From an optimization exercise on the open Yosys and OpenROAD flow, aimed at small area, a short achievable clock period and few clock cycles; shortcuts taken in it are not production practice. At most, simulation tests tie the RTL to the original design; equivalence was not proved.

== job 1424 ==
## SQRT
module SQRT(
	RST,
	CLK,
	IN_VALID,
	IN,
	OUT_VALID,
	OUT
);
==> flow/config.mk <==
export PLATFORM = sky130hd
export DESIGN_NAME = SQRT
export DESIGN_NICKNAME = SQRT
export VERILOG_FILES = /design/flow/design.v
export SDC_FILE = /design/flow/constraint.sdc
export NUM_CORES = 4
export LEC_CHECK = 0
export CAP_MARGIN = 20
export CORE_MARGIN = 2
export CORE_UTILIZATION = 50
export SETUP_SLACK_MARGIN = 2.0
export SLEW_MARGIN = 20
==> flow/constraint.sdc <==
create_clock -name core_clock -period 5.0 [get_ports {CLK}]
set_input_delay 1.0000 -clock core_clock [delete_from_list [all_inputs] [get_ports {CLK}]]
set_output_delay 1.0000 -clock core_clock [all_outputs]
set_load 0.01 [all_outputs]
standard.sh (not shown) runs the stock make flow with config.mk's settings and CLKGATE_MAP_FILE= SYNTH_SCRIPT=/design/flow/synth_recipe.tcl, a recipe that flattens the netlist after the stock synthesis.
==> flow/flow/run.sh <==
#!/bin/bash
set -euo pipefail
export BUFFER_PORTS_ARGS="-buffer_cell sky130_fd_sc_hd__buf_1"

bash standard.sh synth > standard_synth.log 2>&1

R=orfs/results/$FLOW_PLATFORM/SQRT/base
LIB=$FLOW_HOME/platforms/$FLOW_PLATFORM/lib/sky130_fd_sc_hd__tt_025C_1v80.lib
YOSYS=$(command -v yosys || echo $FLOW_HOME/../tools/install/yosys/bin/yosys)
cp $R/1_2_yosys.v standard_1_2_yosys.v

# sequential and tie cells stay as they are; everything else is re-mapped
SEQ=$(grep -o 'cell *( *"\?sky130_fd_sc_hd__[a-z0-9_]*' $LIB | grep -o 'sky130_fd_sc_hd__[a-z0-9_]*' \
      | grep -E '__(df|edf|sdf|sedf|dlx|dlr|dlclkp|sdlclkp|conb)' | tr '\n' ' ')
DU=$(grep -o 'sky130_fd_sc_hd__\(lpflow\|probe\)[a-z0-9_]*' $LIB | sort -u | sed 's/^/-dont_use /' | tr '\n' ' ')
cat > remap.ys <<EOT
read_liberty -ignore_miss_func $LIB
blackbox $SEQ
read_verilog standard_1_2_yosys.v
hierarchy -top $FLOW_TOP
flatten
rename -hide w:*.*
opt_clean
stat
abc -liberty $LIB -script flow/remap.abc $DU
splitnets
opt_clean -purge
hilomap -singleton -hicell sky130_fd_sc_hd__conb_1 HI -locell sky130_fd_sc_hd__conb_1 LO
insbuf -buf sky130_fd_sc_hd__buf_4 A X
stat -liberty $LIB
write_verilog -noattr -nohex -nodec remapped.v
EOT
$YOSYS -l remap.log remap.ys > /dev/null 2>&1
cp remapped.v $R/1_2_yosys.v

bash standard.sh > standard.log 2>&1
==> flow/flow/remap.abc <==
strash; dch; map -D 1800; topo; stime -c; buffer -c; upsize -c; dnsize -c; stime -c
Job 1424: done, clean on timing, DRC and antenna
Testbench counts of job 1424, summed over its fixed seeds: cycles 24,008.
Modified inputs, job 4702 compared to job 1424
- swapping 50 for 40 in CORE_UTILIZATION
- swapping 2.0 for 2.3 in SETUP_SLACK_MARGIN
==> comparison <==
Compared with job 1424, job 4702 has extra setup slack. Job 4702 against job 1424: total via count after detailed routing +244; length in cells of the worst reg-to-reg path moved up; detailed route wirelength on metal3 rose 35 µm. Relative to job 1424, worst hold slack has decreased by 0.0038 ns in job 4702. Job 4702: full flow OK, the timing, DRC and antenna checks passed. [job 4702 vs job 1424] routed wire length: higher in job 4702. Worst setup path endpoint = r[8]: job 1424; worst setup path endpoint = r[0]: job 4702.
diff inputs: job 4702 => job 4230
- a change of SETUP_SLACK_MARGIN from 2.3 to 2.0
==> flow/flow/remap.abc <==
strash; dch; map -D 1500; topo; stime -c; buffer -c; upsize -c; dnsize -c; stime -c
[summary]
Taking job 4230 over job 4702, the fmax ratio works out to 0.929. Cmp job 4702 and job 4230 / total number of nets in the final design / higher: job 4702. Job 4230 against job 4702; number of nets in the synthesized netlist is up by a few percent. From job 4702 to job 4230 the numbers moved as follows: largest incremental delay on the critical path saw an increase; global-route wire length before repair saw an increase. Relative to job 4702, final worst-path cycle share has increased by 4.0 points in job 4230.
Input changes introduced in job 9742 (baseline for comparison: job 4230):
- changing SETUP_SLACK_MARGIN from 2.0 to 1.7
==> flow/flow/remap.abc <==
strash; dch; map -D 1800; topo; stime -c; buffer -c; upsize -c; dnsize -c; stime -c
[summary]
Job 9742 completed; timing, DRC and antenna clean
Summary of job 9742 over job 4230: die footprint shows a reduction of 4.2%, remaining max-slew budget at the tightest pin increased 14 points.
Number of instances in the synthesized netlist was higher in job 4230 than in job 9742.
STATUS first-pass GRT wire length: job 9742 wins against job 4230

* * *

The RTL this note starts from:
==> flow/design.v <==
module SQRT(
	RST,
	CLK,
	IN_VALID,
	IN,
	OUT_VALID,
	OUT
);
input CLK;
input RST;
input [15:0] IN;
input IN_VALID;
output [11:0] OUT;
output OUT_VALID;
reg [3:0] cnt;       
reg ovalid;
reg [13:0] r;        
reg [11:0] q;        
reg [9:0] x;         
assign OUT_VALID = ovalid;
assign OUT = q;
wire busy  = |cnt;
wire start = IN_VALID & ~busy;
wire last  = (cnt == 4'd10);
function [6:0] sqrt_first;
	input [5:0] v;
	reg [2:0] qq;
	reg [3:0] rr;
	reg [5:0] w;
	integer i;
	begin
		qq = 3'd0;
		rr = 4'd0;
		for (i = 2; i >= 0; i = i - 1) begin
			w = {rr, v[2*i+1], v[2*i]};
			if (w >= {1'b0, qq, 2'b01}) begin
				rr = w - {1'b0, qq, 2'b01};
				qq = {qq, 1'b1};
			end else begin
				rr = w[3:0];
				qq = {qq, 1'b0};
			end
		end
		sqrt_first = {qq, rr};
	end
endfunction
wire [6:0] first = sqrt_first(IN[15:10]);
wire        pos = ~r[13];
wire [15:0] a   = {r, x[9:8]};
wire [15:0] op  = {{2{pos}}, q ^ {12{pos}}, 2'b11};
wire [15:0] sum = a + op;
wire        nb  = ~sum[15];
wire [11:0] qinc = q + 12'd1;
always @(posedge CLK or posedge RST) begin
	if (RST) begin
		cnt <= 4'd0;
		ovalid <= 1'b0;
	end else begin
		cnt <= start ? 4'd1 : (last ? 4'd0 : cnt + {3'd0, busy});
		ovalid <= last;
	end
end
always @(posedge CLK) begin
	if (start) begin
		r <= {10'd0, first[3:0]};
		q <= {9'd0, first[6:4]};
		x <= IN[9:0];
	end else begin
		r <= sum[13:0];
		q <= last ? (nb ? qinc : q) : {q[10:0], nb};
		x <= {x[7:0], 2'b00};
	end
end
endmodule
clock: 5.0 ns
lec_check: 0
cap_margin: 20
core_margin: 2
core_utilization: 40
slew_margin: 20
run.sh (not shown) runs the stock make flow with config.mk's settings and CLKGATE_MAP_FILE= SYNTH_SCRIPT=/design/flow/synth_recipe.tcl, a recipe that flattens the netlist after the stock synthesis.
Stock flow here: none of the scripts above is used.
Change:
==> flow/flow/run.sh (new file) <==
#!/bin/bash
set -euo pipefail
export BUFFER_PORTS_ARGS="-buffer_cell sky130_fd_sc_hd__buf_1"

bash standard.sh synth > standard_synth.log 2>&1

R=orfs/results/$FLOW_PLATFORM/SQRT/base
LIB=$FLOW_HOME/platforms/$FLOW_PLATFORM/lib/sky130_fd_sc_hd__tt_025C_1v80.lib
YOSYS=$(command -v yosys || echo $FLOW_HOME/../tools/install/yosys/bin/yosys)
cp $R/1_2_yosys.v standard_1_2_yosys.v

# sequential and tie cells stay as they are; everything else is re-mapped
SEQ=$(grep -o 'cell *( *"\?sky130_fd_sc_hd__[a-z0-9_]*' $LIB | grep -o 'sky130_fd_sc_hd__[a-z0-9_]*' \
      | grep -E '__(df|edf|sdf|sedf|dlx|dlr|dlclkp|sdlclkp|conb)' | tr '\n' ' ')
DU=$(grep -o 'sky130_fd_sc_hd__\(lpflow\|probe\)[a-z0-9_]*' $LIB | sort -u | sed 's/^/-dont_use /' | tr '\n' ' ')
cat > remap.ys <<EOT
read_liberty -ignore_miss_func $LIB
blackbox $SEQ
read_verilog standard_1_2_yosys.v
hierarchy -top $FLOW_TOP
flatten
rename -hide w:*.*
opt_clean
stat
abc -liberty $LIB -script flow/remap.abc $DU
splitnets
opt_clean -purge
hilomap -singleton -hicell sky130_fd_sc_hd__conb_1 HI -locell sky130_fd_sc_hd__conb_1 LO
insbuf -buf sky130_fd_sc_hd__buf_4 A X
stat -liberty $LIB
write_verilog -noattr -nohex -nodec remapped.v
EOT
$YOSYS -l remap.log remap.ys > /dev/null 2>&1
cp remapped.v $R/1_2_yosys.v

bash standard.sh > standard.log 2>&1
==> flow/flow/remap.abc (new file) <==
strash; dch; map -D 1600; topo; stime -c; buffer -c; upsize -c; dnsize -c; stime -c
==> flow/standard.sh (new file) <==
#!/bin/bash
# synth_recipe.tcl (not shown) runs the flow's synth.tcl, then flattens the netlist and writes it again
# the make line also repeats each setting of config.mk as NAME=value (left out here)
make -C /OpenROAD-flow-scripts/flow DESIGN_CONFIG=/design/flow/config.mk WORK_HOME=/design/flow/orfs CLKGATE_MAP_FILE= SYNTH_SCRIPT=/design/flow/synth_recipe.tcl "${@:-finish}"
--- a/flow/config.mk
+++ b/flow/config.mk
@@ -9,3 +9,4 @@
 export CORE_MARGIN = 2
 export CORE_UTILIZATION = 40
+export SETUP_SLACK_MARGIN = 2.3
 export SLEW_MARGIN = 20
removed: flow/run.sh
Critical path depth went up by 3.
Hold slack hardly moves.
Design area falls by 2.5%.
Worst setup slack gets better by 1.0 ns.
Via count rose by about 0.7%.
Routed wire length went down by about 1%.
Final cell count goes up by 12%.
Utilization fell by 2.9 points.
Synthesized cell count goes up by about 12%.
Change:
==> flow/flow/run.sh (replaced) <==
#!/bin/bash
set -o pipefail
export BUFFER_PORTS_ARGS="-buffer_cell sky130_fd_sc_hd__buf_1"
bash standard.sh > standard.log 2>&1
removed: flow/flow/remap.abc
What happened: Routed wire length increases by 4.4%; flip-flop and latch count is unchanged; final area increases by 7.8%; area after synthesis decreases by 0.59%; global-route usage increases by 0.49 points; final cell count decreases by 5.6%; setup slack is worse by 0.26 ns; clock-buffer cell count decreases by 2; utilization increases by 5.4 points.
Change:
==> flow/run.sh (new file) <==
#!/bin/bash
# synth_recipe.tcl (not shown) runs the flow's synth.tcl, then flattens the netlist and writes it again
# the make line also repeats each setting of config.mk as NAME=value (left out here)
make -C /OpenROAD-flow-scripts/flow DESIGN_CONFIG=/design/flow/config.mk WORK_HOME=/design/flow/orfs CLKGATE_MAP_FILE= SYNTH_SCRIPT=/design/flow/synth_recipe.tcl finish
--- a/flow/config.mk
+++ b/flow/config.mk
@@ -9,4 +9,4 @@
 export CORE_MARGIN = 2
 export CORE_UTILIZATION = 40
-export SETUP_SLACK_MARGIN = 2.3
+export SETUP_SLACK_MARGIN = 2.4
 export SLEW_MARGIN = 20
removed: flow/flow/run.sh
removed: flow/standard.sh
Hold slack is about the same.
Cell area increases by 11%.
Setup slack is better by 0.10 ns.
First-iteration DRC count goes up by 6.0%.
Area after synthesis is unchanged.
Wire length climbs by 5.7%.
Clock-buffer cell count is unchanged.
Register-to-register slack improved by 0.07 ns.
Global-route usage rises by 0.25 points.
No functional check of the RTL was part of any run of this note.

static timing again, ports no longer ideal:
The results above use ideal ports. As a check the final layouts listed here were re-extracted and re-timed, cells and wires unchanged. Step 1 (the two cells are an assumption about what drives the block):
set clk [get_ports {CLK}]
set_driving_cell -lib_cell sky130_fd_sc_hd__clkbuf_16 $clk
set_driving_cell -lib_cell sky130_fd_sc_hd__buf_2 [delete_from_list [all_inputs] $clk]
Step 2 adds t to the input delays and takes it off the output delays; t is the mean of the earliest and latest rising clock arrival at the registers after step 1. Input paths then give back, and output paths get back, about the clock's delay inside the block. Slacks: ideal ports / drivers / drivers and shift; pairs: ideal ports / drivers.
run	t (ns)	setup WS [ns]	worst hold slack (ns)	worst slew at a driven data input, ns
job 1424	0.304	2.211 / 2.211 / 1.999	0.426 / 0.426 / 0.426	0.04
job 4702	0.319	2.383 / 2.383 / 2.099	0.422 / 0.422 / 0.422	0.04
job 4230	0.324	2.184 / 2.184 / 1.965	0.421 / 0.421 / 0.421	0.03
job 9742	0.315	2.031 / 2.035 / 1.723	0.424 / 0.424 / 0.424	0.03
the first run of note 2	0.329	1.488 / 1.494 / 1.165	0.429 / 0.429 / 0.429	0.03
the second run of note 2	0.322	2.504 / 2.504 / 2.224	0.427 / 0.427 / 0.427	0.03
the third run of note 2	0.326	2.242 / 2.223 / 1.897	0.428 / 0.428 / 0.428	0.06
the fourth run of note 2	0.320	2.346 / 2.329 / 2.009	0.426 / 0.426 / 0.426	0.06
After both steps setup and hold are still met in every run listed. The setup slack of the third run of note 2, which loses most, moves by -0.019 ns with the drivers and by -0.345 ns with both steps.
